Source: an optimization exercise on an open RTL-to-GDS flow (aim: small area). Production flows keep margins and buffers that such runs may drop. Function was checked by simulation only, so behaviour that the tests miss may differ from the original. Power figures rest on the tool's default switching activity, not on a simulated workload. The flow treats the clock pin as an ideal source, which a real chip does not have.

==> config.mk <==
export PLATFORM = sky130hd
export DESIGN_NAME = ram
export DESIGN_NICKNAME = ram
export VERILOG_FILES = /design/flow/design.v
export SDC_FILE = /design/flow/constraint.sdc
export NUM_CORES = 4
export LEC_CHECK = 0
export CAP_MARGIN = 20
export CORE_MARGIN = 2
export CORE_UTILIZATION = 35
export SLEW_MARGIN = 20
export SYNTH_HIERARCHICAL = 1
export SYNTH_MINIMUM_KEEP_SIZE = 0
==> constraint.sdc <==
create_clock -name core_clock -period 10.0 [get_ports {clock}]
set_input_delay 2.0000 -clock core_clock [delete_from_list [all_inputs] [get_ports {clock}]]
set_output_delay 2.0000 -clock core_clock [all_outputs]
set_load 0.01 [all_outputs]
==> design.v <==
module rd_aoi3 (a, s, y);
    input  logic [2:0] a, s;
    output logic y;
    assign y = ~((a[0] & s[0]) | (a[1] & s[1]) | (a[2] & s[2]));
endmodule
module g_inv (a, y);
    input  logic a;
    output logic y;
    assign y = ~a;
endmodule
module g_nand4 (a, y);
    input  logic [3:0] a;
    output logic y;
    assign y = ~&a;
endmodule
module g_nor2 (a, y);
    input  logic [1:0] a;
    output logic y;
    assign y = ~|a;
endmodule
module dec7 (en, a, y);
    input  logic       en;
    input  logic [6:0] a;
    output logic [127:0] y;
    logic [6:0] an;
    logic [7:0]  lo_n;
    logic [15:0] hi_n;
    genvar i;
    generate
        for (i = 0; i < 7; i++) begin : inv_g
            g_inv u (.a(a[i]), .y(an[i]));
        end
        for (i = 0; i < 8; i++) begin : lo_g
            g_nand4 u (.a({en,
                           i[2] ? a[2] : an[2],
                           i[1] ? a[1] : an[1],
                           i[0] ? a[0] : an[0]}), .y(lo_n[i]));
        end
        for (i = 0; i < 16; i++) begin : hi_g
            g_nand4 u (.a({i[3] ? a[6] : an[6],
                           i[2] ? a[5] : an[5],
                           i[1] ? a[4] : an[4],
                           i[0] ? a[3] : an[3]}), .y(hi_n[i]));
        end
        for (i = 0; i < 128; i++) begin : out_g
            g_nor2 u (.a({hi_n[i / 8], lo_n[i % 8]}), .y(y[i]));
        end
    endgenerate
endmodule
module or43n (a, y);
    input  logic [42:0] a;
    output logic y;
    assign y = ~&a;
endmodule
module ram
#(parameter logHeight = 5)  
(bytein, byteout, adr, rwn, clock);
    input logic [7:0] bytein;
    input logic [logHeight+1:0] adr;
    input logic rwn, clock;
    output logic [7:0] byteout;
    localparam N  = 2**(logHeight+2);
    localparam NS = N + 1;           
    localparam NG = NS / 3;          
    logic [N-1:0][7:0] mem;
    logic                 pend_we;
    logic [logHeight+1:0] pend_adr;
    logic [7:0]           pend_data;
    logic [3*NG-1:0] rsel;
    dec7 u_rdec (.en(rwn), .a(adr), .y(rsel[N-1:0]));
    g_inv u_hold (.a(rwn), .y(rsel[N]));
    logic [N-1:0] wen;
    dec7 u_wdec (.en(pend_we), .a(pend_adr), .y(wen));
    logic [7:0] nextout;
    genvar b, g;
    generate
        for (b = 0; b < 8; b++) begin : bit_g
            logic [3*NG-1:0] src;
            logic [NG-1:0]   leaf_n;
            for (g = 0; g < N; g++) begin : src_g
                assign src[g] = mem[g][b];
            end
            assign src[N] = byteout[b];    
            for (g = 0; g < NG; g++) begin : grp_g
                rd_aoi3 u (
                    .a(src[3*g+2:3*g]),
                    .s(rsel[3*g+2:3*g]),
                    .y(leaf_n[g]));
            end
            or43n u_or (.a(leaf_n), .y(nextout[b]));
        end
    endgenerate
    always_ff @(posedge clock) begin
        pend_we   <= ~rwn;
        pend_adr  <= adr;
        pend_data <= bytein;
        byteout   <= nextout;
    end
    genvar i;
    generate
        for (i = 0; i < N; i++) begin : mem_g
            always_ff @(posedge clock)
                if (wen[i])
                    mem[i] <= pend_data;
        end
    endgenerate
endmodule
==> flow/run.sh <==
#!/bin/bash
# Standard layout, but a leaner clock tree: no dummy loads, and larger sink
# clusters driven by clkbuf_16 (the flip-flop clock slew stays near 100 ps).
# Ports are buffered with the smallest buffer.
set -euo pipefail
export CTS_ARGS="-sink_clustering_enable -repair_clock_nets -dont_use_dummy_load -buf_list sky130_fd_sc_hd__clkbuf_16 -sink_clustering_size 30 -sink_clustering_max_diameter 100"
export BUFFER_PORTS_ARGS="-buffer_cell sky130_fd_sc_hd__buf_1"
bash standard.sh finish > standard_flow.log 2>&1
==> standard.sh <==
#!/bin/bash
# synth_recipe.tcl (not shown) runs the flow's synth.tcl, then flattens the netlist and writes it again
# the make line also repeats each setting of config.mk as NAME=value (left out here)
make -C /OpenROAD-flow-scripts/flow DESIGN_CONFIG=/design/flow/config.mk WORK_HOME=/design/flow/orfs CLKGATE_MAP_FILE= SYNTH_SCRIPT=/design/flow/synth_recipe.tcl "${@:-finish}"
==> flow_metrics.py, run 1 <==
metrics = {
    "timing": {
        "final_hold_viol_count": 0,
        "grt_setup_unrepaired": "false",
        "period_share": 0.519,
        "tightest_slew_ns": 1.14,
        "worst_clock_skew_ns": 0.0497,
        "slew_viol_final": 0,
        "post-route-min-period_ns": 5.19,
        "max_freq_mhz": 193,
        "setup_viol": 0,
        "fin_hold_ws_ns": 0.626,
        "final_layout_setup_total_negative_slack_ns": 0,
        "slew-limit-headroom": 0.233,
    },
    "placement": {
        "placedCellCount": 3260,
        "place.detailed.hpwl_um": 61400,
        "io_buffer_count": 24,
        "place.gp.congestion": 0.942,
    },
    "layout": {
        "final.fill_count": 9344,
        "seqCellArea_sq_um": 31300,
        "final_layout_size_suffix_gt1_frac": 0.0391,
        "final-instance-count-excl-fill": 3300,
        "multi_input_area_sq_um": 5440,
        "final_common_cell": "sky130_fd_sc_hd__edfxtp_1",
        "layout-area-overhead-vs-synth_pct": 8.12,
        "layout.cells.most_common_list": "sky130_fd_sc_hd__edfxtp_1 (1024), sky130_fd_sc_hd__a222oi_1 (344), sky130_fd_sc_hd__nor2_1 (256)",
        "design.final.nets": 1939,
        "diodes": 0,
        "final_util": 0.383,
    },
    "detailed_routing": {
        "vias_per_cell": 6.25,
        "detail_route.first_pass.iterations": 15,
        "remaining_drc_errors": 0,
        "initialDrtViolationCount": 4684,
        "wire_per_inst_um": 29.6,
        "routed_wirelength_um": 97500,
        "ant_nets": 0,
        "detailroute.via_count": 20600,
    },
    "synthesis": {
        "synthesis.nets": 1857,
        "synthesis.area_per_instance_sq_um": 20.0,
        "yosys.cell_types.count": 10,
        "mappedNetlistArea_sq_um": 36800,
        "post_synth_inst_count": 1840,
        "ys_top_cells_by_area": "sky130_fd_sc_hd__edfxtp_1 (84%), sky130_fd_sc_hd__a222oi_1 (9.4%), sky130_fd_sc_hd__nor2_1 (2.6%)",
        "postSynthRegisterBits": 1048,
        "yosys_warnings": 7,
        "post-synth-top-area-cell": "sky130_fd_sc_hd__edfxtp_1",
        "synth_sequential_area_ratio": 0.849,
        "yosys.area.top_type_share": 0.836,
    },
    "clock_tree": {
        "cts_hold_repair.buffers": 0,
        "clock_path_buffers": 3,
        "tritoncts": "built",
        "cts.sinks": 1048,
        "clk_latency_ns": 0.62,
        "cts_htree_levels": 2,
        "inserted_clock_buffers": 40,
        "path_clk_slew_ns": 0.11,
        "clockRootBuffer": "sky130_fd_sc_hd__clkbuf_16",
        "cts_resized": 0,
        "postCtsSetupBuffers": 0,
    },
    "pwr": {
        "vdd.ir_drop.worst_uv": 105,
        "sequentialPowerShare": 0.701,
        "cellInternalPower_mw": 5.59,
        "comb_power_share": 0.024,
        "total_leakage_power_nw": 11.4,
        "power.share.switching": 0.199,
        "switching_power_mw": 1.39,
        "p_per_area_nw_per_um2": 176,
        "power.share.clock": 0.275,
    },
    "worst_setup_path": {
        "worst_setup_path_end_kind": "flop",
        "timing.reg2reg.setup_slack_ns": 7.32,
        "rr_endpoint": "mem[690]$_DFFE_PP_",
        "worst-endpoint-arrival_ns": 5.65,
        "crit_path_start_kind": "primary input",
        "rr_worst_depth": 3,
        "timing.rr.start": "pend_we$_DFF_P_",
        "criticalPathCategory": "in -> reg",
        "worstPathMaxFanout": 10,
        "timing.critical_path.required_ns": 10.46,
    },
    "die": {
        "die_area_sq_um": 108000,
        "design.portCount": 25,
        "die-width_um": 328,
        "core_region_area_sq_um": 104000,
        "initial_cell_density_of_the_core": 0.354,
        "die_height_um": 328,
        "std_cell_rows": 118,
    },
    "hold_path": {
        "hp-class": "reg -> reg",
        "depth_of_the_worst_hold_timing_path": 4,
        "worstHoldStart": "mem[996]$_DFFE_PP_",
        "holdPathEnd": "byteout[4]$_DFF_P_",
    },
    "global_routing": {
        "global_route.usage.total": 0.176,
        "global_route_wire_length_before_repair_um": 140000,
        "overflow": 0,
        "pin_count_of_the_biggest_net_entering_global_routing": 93,
        "grt_antenna_before_repair": 2,
        "grt_pass1_vias": 19600,
    },
    "run_status": {
        "outcome": "no timing/DRC/antenna violations",
    },
    "flow_run": {
        "drv.max_cap_violation_count": 0,
    },
}
==> cell usage after synthesis, drive strengths merged <==
library cell	number
buf	8
edfxtp	1024
nor4	16
nand3	16
nor3	8
inv	16
dfxtp	24
a222oi	344
nor2	256
nand4	128
==> final cells by class <==
class,count,share of cell area
Sequential cell,1048,0.786
Multi-Input combinational cell,768,0.137
Tap cell,1380,0.0434
Clock buffer,40,0.0252
Timing Repair Buffer,48,0.00680
Inverter,16,0.00151
==> power groups by stage <==
stage | registers [mW] | logic, mW | clock network, mW
6_report | 4.90 | 0.165 | 1.92
5_1_grt | 4.90 | 0.174 | 2.10
4_1_cts | 4.90 | 0.164 | 1.96
3_5_place_dp | 5.00 | 0.164 | 0
3_3_place_gp | 4.99 | 0.160 | 0
2_1_floorplan | 4.98 | 0.0626 | 0
==> stage by stage <==
| stage | cell area [sq um] | setup slack, ns | total power, mW |
|---|---|---|---|
| 5_1_grt | 39800 | 4.80 | 7.18 |
| 6_report | 39800 | 4.81 | 6.98 |
| 3_3_place_gp | 38700 | 4.30 | 5.15 |
| 4_1_cts | 39800 | 4.90 | 7.02 |
| 3_5_place_dp | 38800 | 4.26 | 5.16 |
| 2_1_floorplan | 36800 | 6.48 | 5.05 |
==> Yosys stat by module, one instance, submodules excluded, excerpt <==
module	copies in the design	cells inside
ram	1	1057
or43n	8	15
rd_aoi3	344	1
g_nand4	48	1
g_inv	15	1
g_nor2	256	1
==> how the worst max path moves through the flow <==
stage	cells past startpoint	slack, ns	startpoint	endpoint
after floorplan	7	6.48	adr[0]	byteout[0]$_DFF_P_
after global placement	8	4.30	adr[6]	byteout[5]$_DFF_P_
after detailed placement	8	4.26	adr[6]	byteout[1]$_DFF_P_
after CTS	8	4.90	adr[6]	byteout[1]$_DFF_P_
after global routing	8	4.80	adr[6]	byteout[4]$_DFF_P_
final	8	4.81	adr[6]	byteout[4]$_DFF_P_
==> critical path, stage by stage <==
cell	delay [ns]
sky130_fd_sc_hd__buf_1	0.31
sky130_fd_sc_hd__inv_1	0.23
sky130_fd_sc_hd__nand4_1	0.67
sky130_fd_sc_hd__nor2_1	0.32
sky130_fd_sc_hd__a222oi_1	0.62
sky130_fd_sc_hd__nand4_1	0.30
sky130_fd_sc_hd__nor4_1	1.02
sky130_fd_sc_hd__nand3_1	0.15
==> cells by family after synthesis <==
group / share of synthesized area
buf+inv: 0.00327
simple gates: 0.0539
compound gates: 0.0936
flops: 0.849
==> sequential cells by signal (all words and copies together) (netlist names) <==
name	count
mem	1024
pend_data	8
byteout	8
pend_adr	7
pend_we	1
==> per-layer routing <==
layer  vias to the layer above  global-route usage  wire length, um
met1                     10600               0.257            38900
li1                       8425                   -                -
met4                         4              0.0465             2530
met3                       145              0.0258            10800
met2                      1427               0.278            45300
met5                         -                   0               26
==> inputs of run 2 (changes only) <==
--- a/config.mk
+++ b/config.mk
@@ -7,7 +7,7 @@
 export LEC_CHECK = 0
 export CAP_MARGIN = 20
 export CORE_MARGIN = 2
-export CORE_UTILIZATION = 35
+export CORE_UTILIZATION = 42
 export SLEW_MARGIN = 20
 export SYNTH_HIERARCHICAL = 1
 export SYNTH_MINIMUM_KEEP_SIZE = 0
==> flow_metrics.py, run 2 <==
metrics = {
    "timing": {
        "tightest_slew_ns": 1.06,
        "final_hold_viol_count": 0,
        "worst_clock_skew_ns": 0.0768,
        "final_layout_setup_total_negative_slack_ns": 0,
        "slew_viol_final": 0,
        "setup_viol": 0,
        "max_freq_mhz": 192,
        "period_share": 0.521,
        "post-route-min-period_ns": 5.21,
        "grt_setup_unrepaired": "false",
        "slew-limit-headroom": 0.286,
    },
    "worst_setup_path": {
        "worst-endpoint-arrival_ns": 5.69,
        "criticalPathCategory": "in -> reg",
        "worst_setup_path_end_kind": "flop",
        "timing.reg2reg.setup_slack_ns": 7.14,
        "timing.critical_path.required_ns": 10.48,
        "rr_worst_depth": 4,
        "rr_endpoint": "mem[986]$_DFFE_PP_",
        "timing.rr.start": "pend_adr[2]$_DFF_P_",
        "worstPathMaxFanout": 9,
        "crit_path_start_kind": "primary input",
    },
    "pwr": {
        "p_per_area_nw_per_um2": 177,
        "total_leakage_power_nw": 11.4,
        "vdd.ir_drop.worst_uv": 197,
    },
    "global_routing": {
        "global_route_wire_length_before_repair_um": 138000,
        "overflow": 0,
        "grt_antenna_before_repair": 6,
        "pin_count_of_the_biggest_net_entering_global_routing": 102,
        "grt_pass1_vias": 19500,
        "global_route.usage.total": 0.211,
    },
    "clock_tree": {
        "cts_hold_repair.buffers": 0,
        "tritoncts": "built",
        "inserted_clock_buffers": 41,
        "cts.sinks": 1048,
        "path_clk_slew_ns": 0.11,
        "cts_resized": 0,
        "cts_htree_levels": 2,
        "clk_latency_ns": 0.64,
        "clock_path_buffers": 3,
        "postCtsSetupBuffers": 0,
        "clockRootBuffer": "sky130_fd_sc_hd__clkbuf_16",
    },
    "placement": {
        "placedCellCount": 3035,
        "place.detailed.hpwl_um": 62900,
        "place.gp.congestion": 0.888,
        "io_buffer_count": 24,
    },
    "synthesis": {
        "postSynthRegisterBits": 1048,
        "yosys.cell_types.count": 10,
        "synth_edf_count": 1024,
        "yosys.area.top_type_share": 0.836,
        "synthesis.area_per_instance_sq_um": 20.0,
        "yosys_warnings": 7,
        "synth_ff_type": "sky130_fd_sc_hd__edfxtp_1",
        "synth_sequential_area_ratio": 0.849,
        "synth_common_cells": "sky130_fd_sc_hd__edfxtp_1 (1024), sky130_fd_sc_hd__a222oi_1 (344), sky130_fd_sc_hd__nor2_1 (256)",
        "synthMostInstantiatedCell": "sky130_fd_sc_hd__edfxtp_1",
        "post_synth_inst_count": 1840,
        "async_flop_share": 0,
        "mappedNetlistArea_sq_um": 36800,
        "synthesis.nets": 1857,
        "ys_top_cells_by_area": "sky130_fd_sc_hd__edfxtp_1 (84%), sky130_fd_sc_hd__a222oi_1 (9.4%), sky130_fd_sc_hd__nor2_1 (2.6%)",
        "post-synth-top-area-cell": "sky130_fd_sc_hd__edfxtp_1",
    },
    "hold_path": {
        "worstHoldStart": "mem[537]$_DFFE_PP_",
        "hp-class": "reg -> reg",
        "depth_of_the_worst_hold_timing_path": 4,
        "holdPathEnd": "byteout[1]$_DFF_P_",
    },
    "detailed_routing": {
        "detail_route.first_pass.iterations": 14,
        "remaining_drc_errors": 0,
        "vias_per_cell": 6.59,
        "ant_nets": 0,
        "wire_per_inst_um": 31.5,
        "initialDrtViolationCount": 4348,
        "detailroute.via_count": 20300,
        "routed_wirelength_um": 97000,
    },
    "layout": {
        "layout-area-overhead-vs-synth_pct": 7.43,
        "max_flop_register": "mem",
        "final_common_cell": "sky130_fd_sc_hd__edfxtp_1",
        "final_layout_size_suffix_gt1_frac": 0.0385,
        "largest_register_ffs": 1024,
        "largest_registers": "mem x1024, byteout x8, pend_data x8",
        "final-instance-count-excl-fill": 3079,
        "layout.cells.most_common_list": "sky130_fd_sc_hd__edfxtp_1 (1024), sky130_fd_sc_hd__a222oi_1 (344), sky130_fd_sc_hd__nor2_1 (256)",
        "design.final.nets": 1940,
    },
    "run_status": {
        "outcome": "no timing/DRC/antenna violations",
    },
    "die": {
        "die-width_um": 300,
        "design.portCount": 25,
        "core_region_area_sq_um": 86800,
        "die_area_sq_um": 89900,
        "die_height_um": 300,
        "std_cell_rows": 108,
        "initial_cell_density_of_the_core": 0.424,
    },
    "flow_run": {
        "drv.max_cap_violation_count": 0,
    },
}
[run 2: cell counts after synthesis]
Identical to the previous run, type by type.
[run 2: Yosys stat by module (local to each module, per instance), excerpt]
| module | cell area (sq um) | cells inside |
|---|---|---|
| or43n | 90.1 | 15 |
| rd_aoi3 | 10.0 | 1 |
| g_nand4 | 6.26 | 1 |
| g_nor2 | 3.75 | 1 |
| g_inv | 3.75 | 1 |
| ram | 31300 | 1057 |
[run 2: logic make-up after synthesis]
logic type / count (synthesis) / share of synthesized area
compound gates: 344 / 0.0936
buf+inv: 24 / 0.00327
flops: 1048 / 0.849
simple gates: 424 / 0.0539
[run 2: final cells by class]
cell class | instances | area, sq um
Clock buffer | 41 | 1030
Timing Repair Buffer | 48 | 278
Antenna cell | 3 | 7.51
Fill cell | 7348 | 47200
Multi-Input combinational cell | 768 | 5430
Sequential cell | 1048 | 31300
Tap cell | 1155 | 1450
Inverter | 16 | 60.1
[run 2: stage by stage]
step	instance area (sq um)	utilization	total power, mW	hold slack [ns]	worst slack (ns)
floorplan	36800	-	5.05	0.537	6.48
global placement	38500	0.443	5.15	0.645	4.14
detailed placement	38500	0.443	5.16	0.617	4.34
CTS	39500	0.455	7.04	0.638	5.02
global route	39500	0.455	7.19	0.675	4.90
finish	39500	0.455	7.01	0.642	4.79
[run 2: how the worst max path moves through the flow]
| stage | start | to | slack [ns] | depth (start not counted) |
|---|---|---|---|---|
| floorplan | adr[0] | byteout[0]$_DFF_P_ | 6.48 | 7 |
| global placement | adr[1] | byteout[7]$_DFF_P_ | 4.14 | 9 |
| detailed placement | adr[1] | byteout[1]$_DFF_P_ | 4.34 | 9 |
| CTS | adr[1] | byteout[1]$_DFF_P_ | 5.02 | 9 |
| global route | adr[1] | byteout[1]$_DFF_P_ | 4.90 | 9 |
| finish | adr[1] | byteout[1]$_DFF_P_ | 4.79 | 9 |
[run 2: worst max-delay path, cell delays in order]
cell and delay [ns]:
sky130_fd_sc_hd__buf_1 0.30, sky130_fd_sc_hd__inv_1 0.16, sky130_fd_sc_hd__nand4_1 0.70, sky130_fd_sc_hd__buf_4 0.39, sky130_fd_sc_hd__nor2_1 0.20, sky130_fd_sc_hd__a222oi_1 0.55, sky130_fd_sc_hd__nand4_1 0.27, sky130_fd_sc_hd__nor4_1 0.95
sky130_fd_sc_hd__nand3_1 0.16
[run 2: routing by layer]
metal,up-vias,part of all wire,GRT usage,wire (um)
met2,1236,0.46,0.326,44900
met1,10500,0.39,0.303,38200
met3,123,0.12,0.0499,11400
met4,6,0.024,0.0539,2340
met5,-,0.0019,0.0132,187
li1,8428,-,-,-
[run 2: report_power, final]
part	internal [mW]	total, mW	switching (mW)
clock network	0.743	1.95	1.21
logic	0.0288	0.165	0.136
registers	4.84	4.89	0.0534
==> inputs of run 3 (changes only) <==
==> flow/run.sh (replaced) <==
#!/bin/bash
# Standard layout, but a leaner clock tree: no dummy loads, sink clusters of
# up to 30 flip-flops driven by clkbuf_16 (flip-flop clock slew near 120 ps),
# and clkbuf_8 above them. Ports are buffered with the smallest buffer.
set -euo pipefail
export CTS_ARGS="-sink_clustering_enable -repair_clock_nets -dont_use_dummy_load -sink_clustering_size 30 -sink_clustering_max_diameter 100 -sink_clustering_buffer sky130_fd_sc_hd__clkbuf_16 -buf_list sky130_fd_sc_hd__clkbuf_8 -root_buf sky130_fd_sc_hd__clkbuf_8"
export BUFFER_PORTS_ARGS="-buffer_cell sky130_fd_sc_hd__buf_1"
bash standard.sh finish > standard_flow.log 2>&1
--- a/config.mk
+++ b/config.mk
@@ -7,7 +7,7 @@
 export LEC_CHECK = 0
 export CAP_MARGIN = 20
 export CORE_MARGIN = 2
-export CORE_UTILIZATION = 42
+export CORE_UTILIZATION = 35
 export SLEW_MARGIN = 20
 export SYNTH_HIERARCHICAL = 1
 export SYNTH_MINIMUM_KEEP_SIZE = 0
==> flow_metrics.py, run 3 <==
metrics = {
    "pwr": {
        "power.share.clock": 0.270,
        "switching_power_mw": 1.39,
        "sequentialPowerShare": 0.707,
        "vdd.ir_drop.worst_uv": 119,
        "p_per_area_nw_per_um2": 175,
        "total_leakage_power_nw": 11.4,
        "power.share.switching": 0.200,
        "cellInternalPower_mw": 5.54,
        "comb_power_share": 0.024,
    },
    "die": {
        "die_area_sq_um": 108000,
        "die_height_um": 328,
        "std_cell_rows": 118,
        "initial_cell_density_of_the_core": 0.354,
        "die-width_um": 328,
        "core_region_area_sq_um": 104000,
        "design.portCount": 25,
    },
    "synthesis": {
        "yosys_warnings": 7,
        "yosys.cell_types.count": 10,
        "post-synth-top-area-cell": "sky130_fd_sc_hd__edfxtp_1",
        "synth_ff_type": "sky130_fd_sc_hd__edfxtp_1",
        "post_synth_inst_count": 1840,
        "yosys.area.top_type_share": 0.836,
        "ys_top_cells_by_area": "sky130_fd_sc_hd__edfxtp_1 (84%), sky130_fd_sc_hd__a222oi_1 (9.4%), sky130_fd_sc_hd__nor2_1 (2.6%)",
        "synthMostInstantiatedCell": "sky130_fd_sc_hd__edfxtp_1",
        "mappedNetlistArea_sq_um": 36800,
        "async_flop_share": 0,
        "postSynthRegisterBits": 1048,
        "synth_common_cells": "sky130_fd_sc_hd__edfxtp_1 (1024), sky130_fd_sc_hd__a222oi_1 (344), sky130_fd_sc_hd__nor2_1 (256)",
        "synthesis.area_per_instance_sq_um": 20.0,
        "synthesis.nets": 1857,
        "synth_edf_count": 1024,
        "synth_sequential_area_ratio": 0.849,
    },
    "timing": {
        "slew_viol_final": 0,
        "tightest_slew_ns": 1.28,
        "post-route-min-period_ns": 5.12,
        "setup_viol": 0,
        "slew-limit-headroom": 0.141,
        "max_freq_mhz": 195,
        "period_share": 0.512,
        "final_hold_viol_count": 0,
        "worst_clock_skew_ns": 0.0706,
        "grt_setup_unrepaired": "false",
        "final_layout_setup_total_negative_slack_ns": 0,
        "setup_slack_ns": 4.88,
    },
    "global_routing": {
        "pin_count_of_the_biggest_net_entering_global_routing": 93,
        "overflow": 0,
        "grt_pass1_vias": 19500,
        "global_route_wire_length_before_repair_um": 140000,
        "global_route.usage.total": 0.176,
        "grt_antenna_before_repair": 2,
    },
    "detailed_routing": {
        "wire_per_inst_um": 29.6,
        "routed_wirelength_um": 97600,
        "detail_route.first_pass.iterations": 14,
        "met3_wirelength_um": 10900,
        "routedLengthMet1_um": 38800,
        "met2RoutedLength_um": 45400,
        "detailroute.via_count": 20700,
        "initialDrtViolationCount": 4629,
        "ant_nets": 0,
        "remaining_drc_errors": 0,
        "vias_per_cell": 6.26,
        "route.top_layer_used": "met5",
    },
    "clock_tree": {
        "tritoncts": "built",
        "postCtsSetupBuffers": 0,
        "cts.sinks": 1048,
        "clockRootBuffer": "sky130_fd_sc_hd__clkbuf_8",
        "cts_resized": 0,
        "cts_hold_repair.buffers": 0,
        "cts_htree_levels": 2,
        "clk_latency_ns": 0.74,
        "inserted_clock_buffers": 40,
        "path_clk_slew_ns": 0.12,
        "clock_path_buffers": 3,
    },
    "worst_setup_path": {
        "timing.critical_path.required_ns": 10.53,
        "criticalPathCategory": "in -> reg",
        "worstPathMaxFanout": 10,
        "worst_setup_path_end_kind": "flop",
        "crit_path_start_kind": "primary input",
        "rr_worst_depth": 3,
        "worst-endpoint-arrival_ns": 5.65,
    },
    "layout": {
        "final.fill_count": 9353,
        "final_common_cell": "sky130_fd_sc_hd__edfxtp_1",
        "multi_input_area_sq_um": 5440,
        "final_layout_size_suffix_gt1_frac": 0.0385,
        "final-instance-count-excl-fill": 3301,
        "max_flop_register": "mem",
        "layout.cells.most_common_list": "sky130_fd_sc_hd__edfxtp_1 (1024), sky130_fd_sc_hd__a222oi_1 (344), sky130_fd_sc_hd__nor2_1 (256)",
        "seqCellArea_sq_um": 31300,
        "layout-area-overhead-vs-synth_pct": 7.96,
        "design.final.nets": 1939,
        "largest_register_ffs": 1024,
        "design_area_sq_um": 39700,
        "largest_registers": "mem x1024, byteout x8, pend_data x8",
    },
    "hold_path": {
        "depth_of_the_worst_hold_timing_path": 4,
        "hp-class": "reg -> reg",
    },
    "run_status": {
        "outcome": "no timing/DRC/antenna violations",
    },
    "placement": {
        "place.gp.congestion": 0.942,
        "postPlaceCellArea_sq_um": 38800,
        "io_buffer_count": 24,
        "place.detailed.hpwl_um": 61400,
        "pre_cts_slack_ns": 4.26,
        "placedCellCount": 3260,
    },
    "flow_run": {
        "drv.max_cap_violation_count": 0,
    },
}
[run 3: power groups by stage]
stage                     logic, mW  registers [mW]  clock network (mW)
final                         0.165            4.90                1.87
after global routing          0.173            4.90                2.04
after CTS                     0.164            4.90                1.90
after detailed placement      0.164            5.00                   0
after global placement        0.160            4.99                   0
after floorplan              0.0626            4.98                   0
[run 3: kinds of logic after synthesis]
| group | count (synthesis) | synth area share |
|---|---|---|
| AO/OA/AOI/OAI | 344 | 0.0936 |
| buffers and inverters | 24 | 0.00327 |
| AND/OR/NAND/NOR | 424 | 0.0539 |
| flip-flops | 1048 | 0.849 |
[run 3: worst max-delay path: stages]
cell and delay (ns):
sky130_fd_sc_hd__buf_1 0.31, sky130_fd_sc_hd__inv_1 0.23, sky130_fd_sc_hd__nand4_1 0.66, sky130_fd_sc_hd__nor2_1 0.33, sky130_fd_sc_hd__a222oi_1 0.60, sky130_fd_sc_hd__nand4_1 0.23
sky130_fd_sc_hd__nor4_1 1.11, sky130_fd_sc_hd__nand3_1 0.15
[run 3: per-layer routing]
layer / up-vias / GRT usage
li1: 8433 / -
met1: 10700 / 0.258
met2: 1415 / 0.278
met3: 144 / 0.0249
met4: 4 / 0.0454
met5: - / 0
[run 3: area by class of cell]
class,instances,share of cell area
inverters,16,0.00151
flip-flops and latches,1048,0.787
well taps,1380,0.0435
repair buffers,48,0.00681
diodes,1,0.0000630
multi-input cells,768,0.137
clock buffers,40,0.0238
[run 3: Yosys stat by module (local to each module, per instance), excerpt]
module,flops+latches,copies in the design,cells inside
g_inv,0,15,1
or43n,0,8,15
g_nand4,0,48,1
g_nor2,0,256,1
ram,1048,1,1057
rd_aoi3,0,344,1
[run 3: metrics by stage]
| step | hold slack, ns | util | total power, mW |
|---|---|---|---|
| global placement | 0.612 | 0.373 | 5.15 |
| global route | 0.638 | 0.382 | 7.12 |
| detailed placement | 0.601 | 0.373 | 5.16 |
| floorplan | 0.537 | - | 5.05 |
| CTS | 0.593 | 0.382 | 6.96 |
| finish | 0.603 | 0.382 | 6.93 |
[run 3: worst paths after layout]
| kind | slack, ns | endpoint | start |
|---|---|---|---|
| setup / recovery | 4.88 | byteout[1]$_DFF_P_ | adr[6] |
| hold / removal | 0.60 | byteout[4]$_DFF_P_ | mem[132]$_DFFE_PP_ |
| setup reg to reg | 7.30 | mem[690]$_DFFE_PP_ | pend_we$_DFF_P_ |
| hold reg to reg | 0.60 | byteout[4]$_DFF_P_ | mem[132]$_DFFE_PP_ |
==> inputs of run 4 (changes only) <==
==> flow/run.sh (replaced) <==
#!/bin/bash
# Standard layout, but a leaner clock tree: no dummy loads, sink clusters of
# up to 30 flip-flops driven by clkbuf_16 (flip-flop clock slew near 120 ps),
# and clkbuf_4 above them. Ports are buffered with the smallest buffer.
set -euo pipefail
export CTS_ARGS="-sink_clustering_enable -repair_clock_nets -dont_use_dummy_load -sink_clustering_size 30 -sink_clustering_max_diameter 100 -sink_clustering_buffer sky130_fd_sc_hd__clkbuf_16 -buf_list sky130_fd_sc_hd__clkbuf_4 -root_buf sky130_fd_sc_hd__clkbuf_4"
export BUFFER_PORTS_ARGS="-buffer_cell sky130_fd_sc_hd__buf_1"
bash standard.sh finish > standard_flow.log 2>&1
==> flow_metrics.py, run 4 <==
metrics = {
    "worst_setup_path": {
        "critical_path.max_stage_delay_ns": 1.02,
        "critPathTopFamily": "simple AND/OR/NAND/NOR gates",
        "critical-path-top-cell-by-count": "sky130_fd_sc_hd__nand4_1",
        "slowest_stage": "sky130_fd_sc_hd__nor4_1",
        "timing.critical_path.required_ns": 10.81,
        "timing.rr.start": "pend_we$_DFF_P_",
        "timing.reg2reg.setup_slack_ns": 7.23,
        "crit_path_start_kind": "primary input",
        "worst_setup_path_end_kind": "flop",
        "cp_num_buf_inv": 2,
        "critical_path.startpoint": "adr[6]",
        "path_cells": "buf_1 > inv_1 > nand4_1 > nor2_1 > a222oi_1 > nand4_1 > nor4_1 > nand3_1",
        "worstPathMaxFanout": 10,
        "worst-endpoint-arrival_ns": 5.71,
        "criticalPathCategory": "in -> reg",
    },
    "pwr": {
        "vdd.ir_drop.worst_uv": 105,
        "p_per_area_nw_per_um2": 174,
        "total_leakage_power_nw": 11.4,
    },
    "layout": {
        "largest_register_ffs": 1024,
        "layout.cells.most_common_list": "sky130_fd_sc_hd__edfxtp_1 (1024), sky130_fd_sc_hd__a222oi_1 (344), sky130_fd_sc_hd__nor2_1 (256)",
        "layout-area-overhead-vs-synth_pct": 7.89,
        "largest_registers": "mem x1024, byteout x8, pend_data x8",
        "design.final.nets": 1940,
        "final_layout_size_suffix_gt1_frac": 0.0390,
        "max_flop_register": "mem",
        "final_common_cell": "sky130_fd_sc_hd__edfxtp_1",
    },
    "die": {
        "die_area_sq_um": 108000,
        "die_height_um": 328,
        "design.portCount": 25,
        "std_cell_rows": 118,
        "core_region_area_sq_um": 104000,
        "die-width_um": 328,
        "initial_cell_density_of_the_core": 0.354,
    },
    "synthesis": {
        "synth_area_in_compound_gates": 0.0936,
        "synth_xor_area_frac": 0,
        "yosys.area.top_type_share": 0.836,
        "synthAdderAreaFrac": 0,
        "mappedNetlistArea_sq_um": 36800,
        "postSynthRegisterBits": 1048,
        "synth_common_cells": "sky130_fd_sc_hd__edfxtp_1 (1024), sky130_fd_sc_hd__a222oi_1 (344), sky130_fd_sc_hd__nor2_1 (256)",
        "synthesis.area_per_instance_sq_um": 20.0,
        "synth_sequential_area_ratio": 0.849,
        "post_synth_inst_count": 1840,
        "yosys-mux-area-fraction": 0,
        "yosys.cell_types.count": 10,
        "async_flop_share": 0,
        "synth_edf_count": 1024,
        "combinational_family_with_the_most_area_after_synthesis": "compound AO/OA/AOI/OAI gates",
        "synthMostInstantiatedCell": "sky130_fd_sc_hd__edfxtp_1",
        "post-synth-top-area-cell": "sky130_fd_sc_hd__edfxtp_1",
        "synthesis.nets": 1857,
        "synth_ff_type": "sky130_fd_sc_hd__edfxtp_1",
        "ys_top_cells_by_area": "sky130_fd_sc_hd__edfxtp_1 (84%), sky130_fd_sc_hd__a222oi_1 (9.4%), sky130_fd_sc_hd__nor2_1 (2.6%)",
        "yosys_warnings": 7,
        "synth_simple_gate_area_frac": 0.0539,
    },
    "timing": {
        "slew-limit-headroom": 0.239,
        "fin_hold_ws_ns": 0.576,
        "period_share": 0.490,
        "final_hold_viol_count": 0,
        "setup_viol": 0,
        "slew_viol_final": 0,
        "max_freq_mhz": 204,
        "post-route-min-period_ns": 4.90,
        "final_layout_setup_total_negative_slack_ns": 0,
        "tightest_slew_ns": 1.13,
        "worst_clock_skew_ns": 0.0991,
        "grt_setup_unrepaired": "false",
    },
    "placement": {
        "place.gp.congestion": 0.942,
        "io_buffer_count": 24,
        "place.detailed.hpwl_um": 61400,
    },
    "clock_tree": {
        "cts.sinks": 1048,
        "cts_hold_repair.buffers": 0,
        "path_clk_slew_ns": 0.11,
        "clock_path_buffers": 3,
        "cts_htree_levels": 2,
        "clk_latency_ns": 0.97,
        "inserted_clock_buffers": 40,
        "cts_resized": 0,
        "tritoncts": "built",
        "postCtsSetupBuffers": 0,
        "clockRootBuffer": "sky130_fd_sc_hd__clkbuf_4",
    },
    "global_routing": {
        "grt_antenna_before_repair": 3,
        "overflow": 0,
        "pin_count_of_the_biggest_net_entering_global_routing": 93,
        "global_route_wire_length_before_repair_um": 140000,
        "grt_pass1_vias": 19500,
        "global_route.usage.total": 0.176,
    },
    "run_status": {
        "outcome": "no timing/DRC/antenna violations",
    },
    "detailed_routing": {
        "wire_per_inst_um": 29.5,
        "initialDrtViolationCount": 4704,
        "detail_route.first_pass.iterations": 14,
        "routed_wirelength_um": 97400,
        "remaining_drc_errors": 0,
        "vias_per_cell": 6.25,
        "ant_nets": 0,
        "detailroute.via_count": 20600,
    },
    "flow_run": {
        "drv.max_cap_violation_count": 0,
    },
    "hold_path": {
        "worstHoldStart": "mem[132]$_DFFE_PP_",
        "hp-class": "reg -> reg",
    },
}
[run 4: worst register-to-register path: cells and delay by family, from the launching register on]
kind / cells / cell delay, ns
and+or+nand+nor: 2 / 1.32
DFF: 1 / 0.51
buffers and inverters: 1 / 0.50
[run 4: modules after synthesis, one instance, submodules excluded, excerpt]
module	cell area, sq um	flip-flops and latches
g_inv	3.75	0
g_nand4	6.26	0
g_nor2	3.75	0
or43n	90.1	0
ram	31300	1048
rd_aoi3	10.0	0
[run 4: where the power goes]
group	switching [mW]	internal [mW]
registers	0.0557	4.84
logic	0.136	0.0287
clock network	1.18	0.643
[run 4: worst paths after layout]
| kind | to | cells past startpoint |
|---|---|---|
| hold reg to reg | byteout[4]$_DFF_P_ | 4 |
| setup / recovery | byteout[4]$_DFF_P_ | 8 |
| setup reg to reg | mem[690]$_DFFE_PP_ | 3 |
| hold / removal | byteout[4]$_DFF_P_ | 4 |
[run 4: cells by family after synthesis]
logic type	Yosys count
AOI/OAI and AO/OA	344
DFF	1048
and+or+nand+nor	424
buffers and inverters	24
[run 4: layout make-up]
| class | instances | area, sq um |
|---|---|---|
| fillers | 9357 | 64300 |
| flip-flops and latches | 1048 | 31300 |
| multi-input cells | 768 | 5440 |
| well taps | 1380 | 1730 |
| clock buffers | 40 | 913 |
| repair buffers | 49 | 275 |
| inverters | 16 | 60.1 |
| diodes | 2 | 5.00 |
[run 4: layer usage]
metal	wire length, um	GRT usage
met1	39100	0.259
met2	45400	0.279
met3	10500	0.0229
met4	2430	0.0435
met5	12	0
[run 4: stage by stage]
step / util / worst slack [ns] / cell area [sq um] / power, mW / instances
4_1_cts: 0.382 / 5.23 / 39700 / 6.92 / 3300
5_1_grt: 0.382 / 5.17 / 39700 / 7.08 / 3302
3_3_place_gp: 0.373 / 4.30 / 38700 / 5.15 / 3260
6_report: 0.382 / 5.10 / 39700 / 6.89 / 3303
2_1_floorplan: - / 6.48 / 36800 / 5.05 / 1840
3_5_place_dp: 0.373 / 4.26 / 38800 / 5.16 / 3260

re-timing with driven ports:
The results above use ideal ports. As a check the final layouts listed here were re-extracted and re-timed, cells and wires unchanged.
Step 1 (the two cells are an assumption about what drives the block):
set clk [get_ports {clock}]
set_driving_cell -lib_cell sky130_fd_sc_hd__clkbuf_16 $clk
set_driving_cell -lib_cell sky130_fd_sc_hd__buf_2 [delete_from_list [all_inputs] $clk]
Step 2 also shifts input and output timing later by t, the mid clock arrival at the registers, as if the neighbouring blocks saw the same clock.
Slacks: no drivers / after step 1 / after step 2; pairs: no drivers / after step 1.
| run | t, ns | slack for setup (ns) | worst setup path at the end |
|---|---|---|---|
| run 1 | 0.662 | 4.814 / 4.796 / 4.133 | input to register |
| run 2 | 0.670 | 4.787 / 4.832 / 4.161 | input to register |
| run 3 | 0.766 | 4.881 / 4.854 / 4.088 | input to register |
| run 4 | 0.974 | 5.096 / 5.073 / 4.098 | input to register |
After both steps setup and hold are still met in every run listed. For run 4, which loses most, drivers alone change the setup slack by -0.023 ns; drivers and shift together by -0.998 ns.
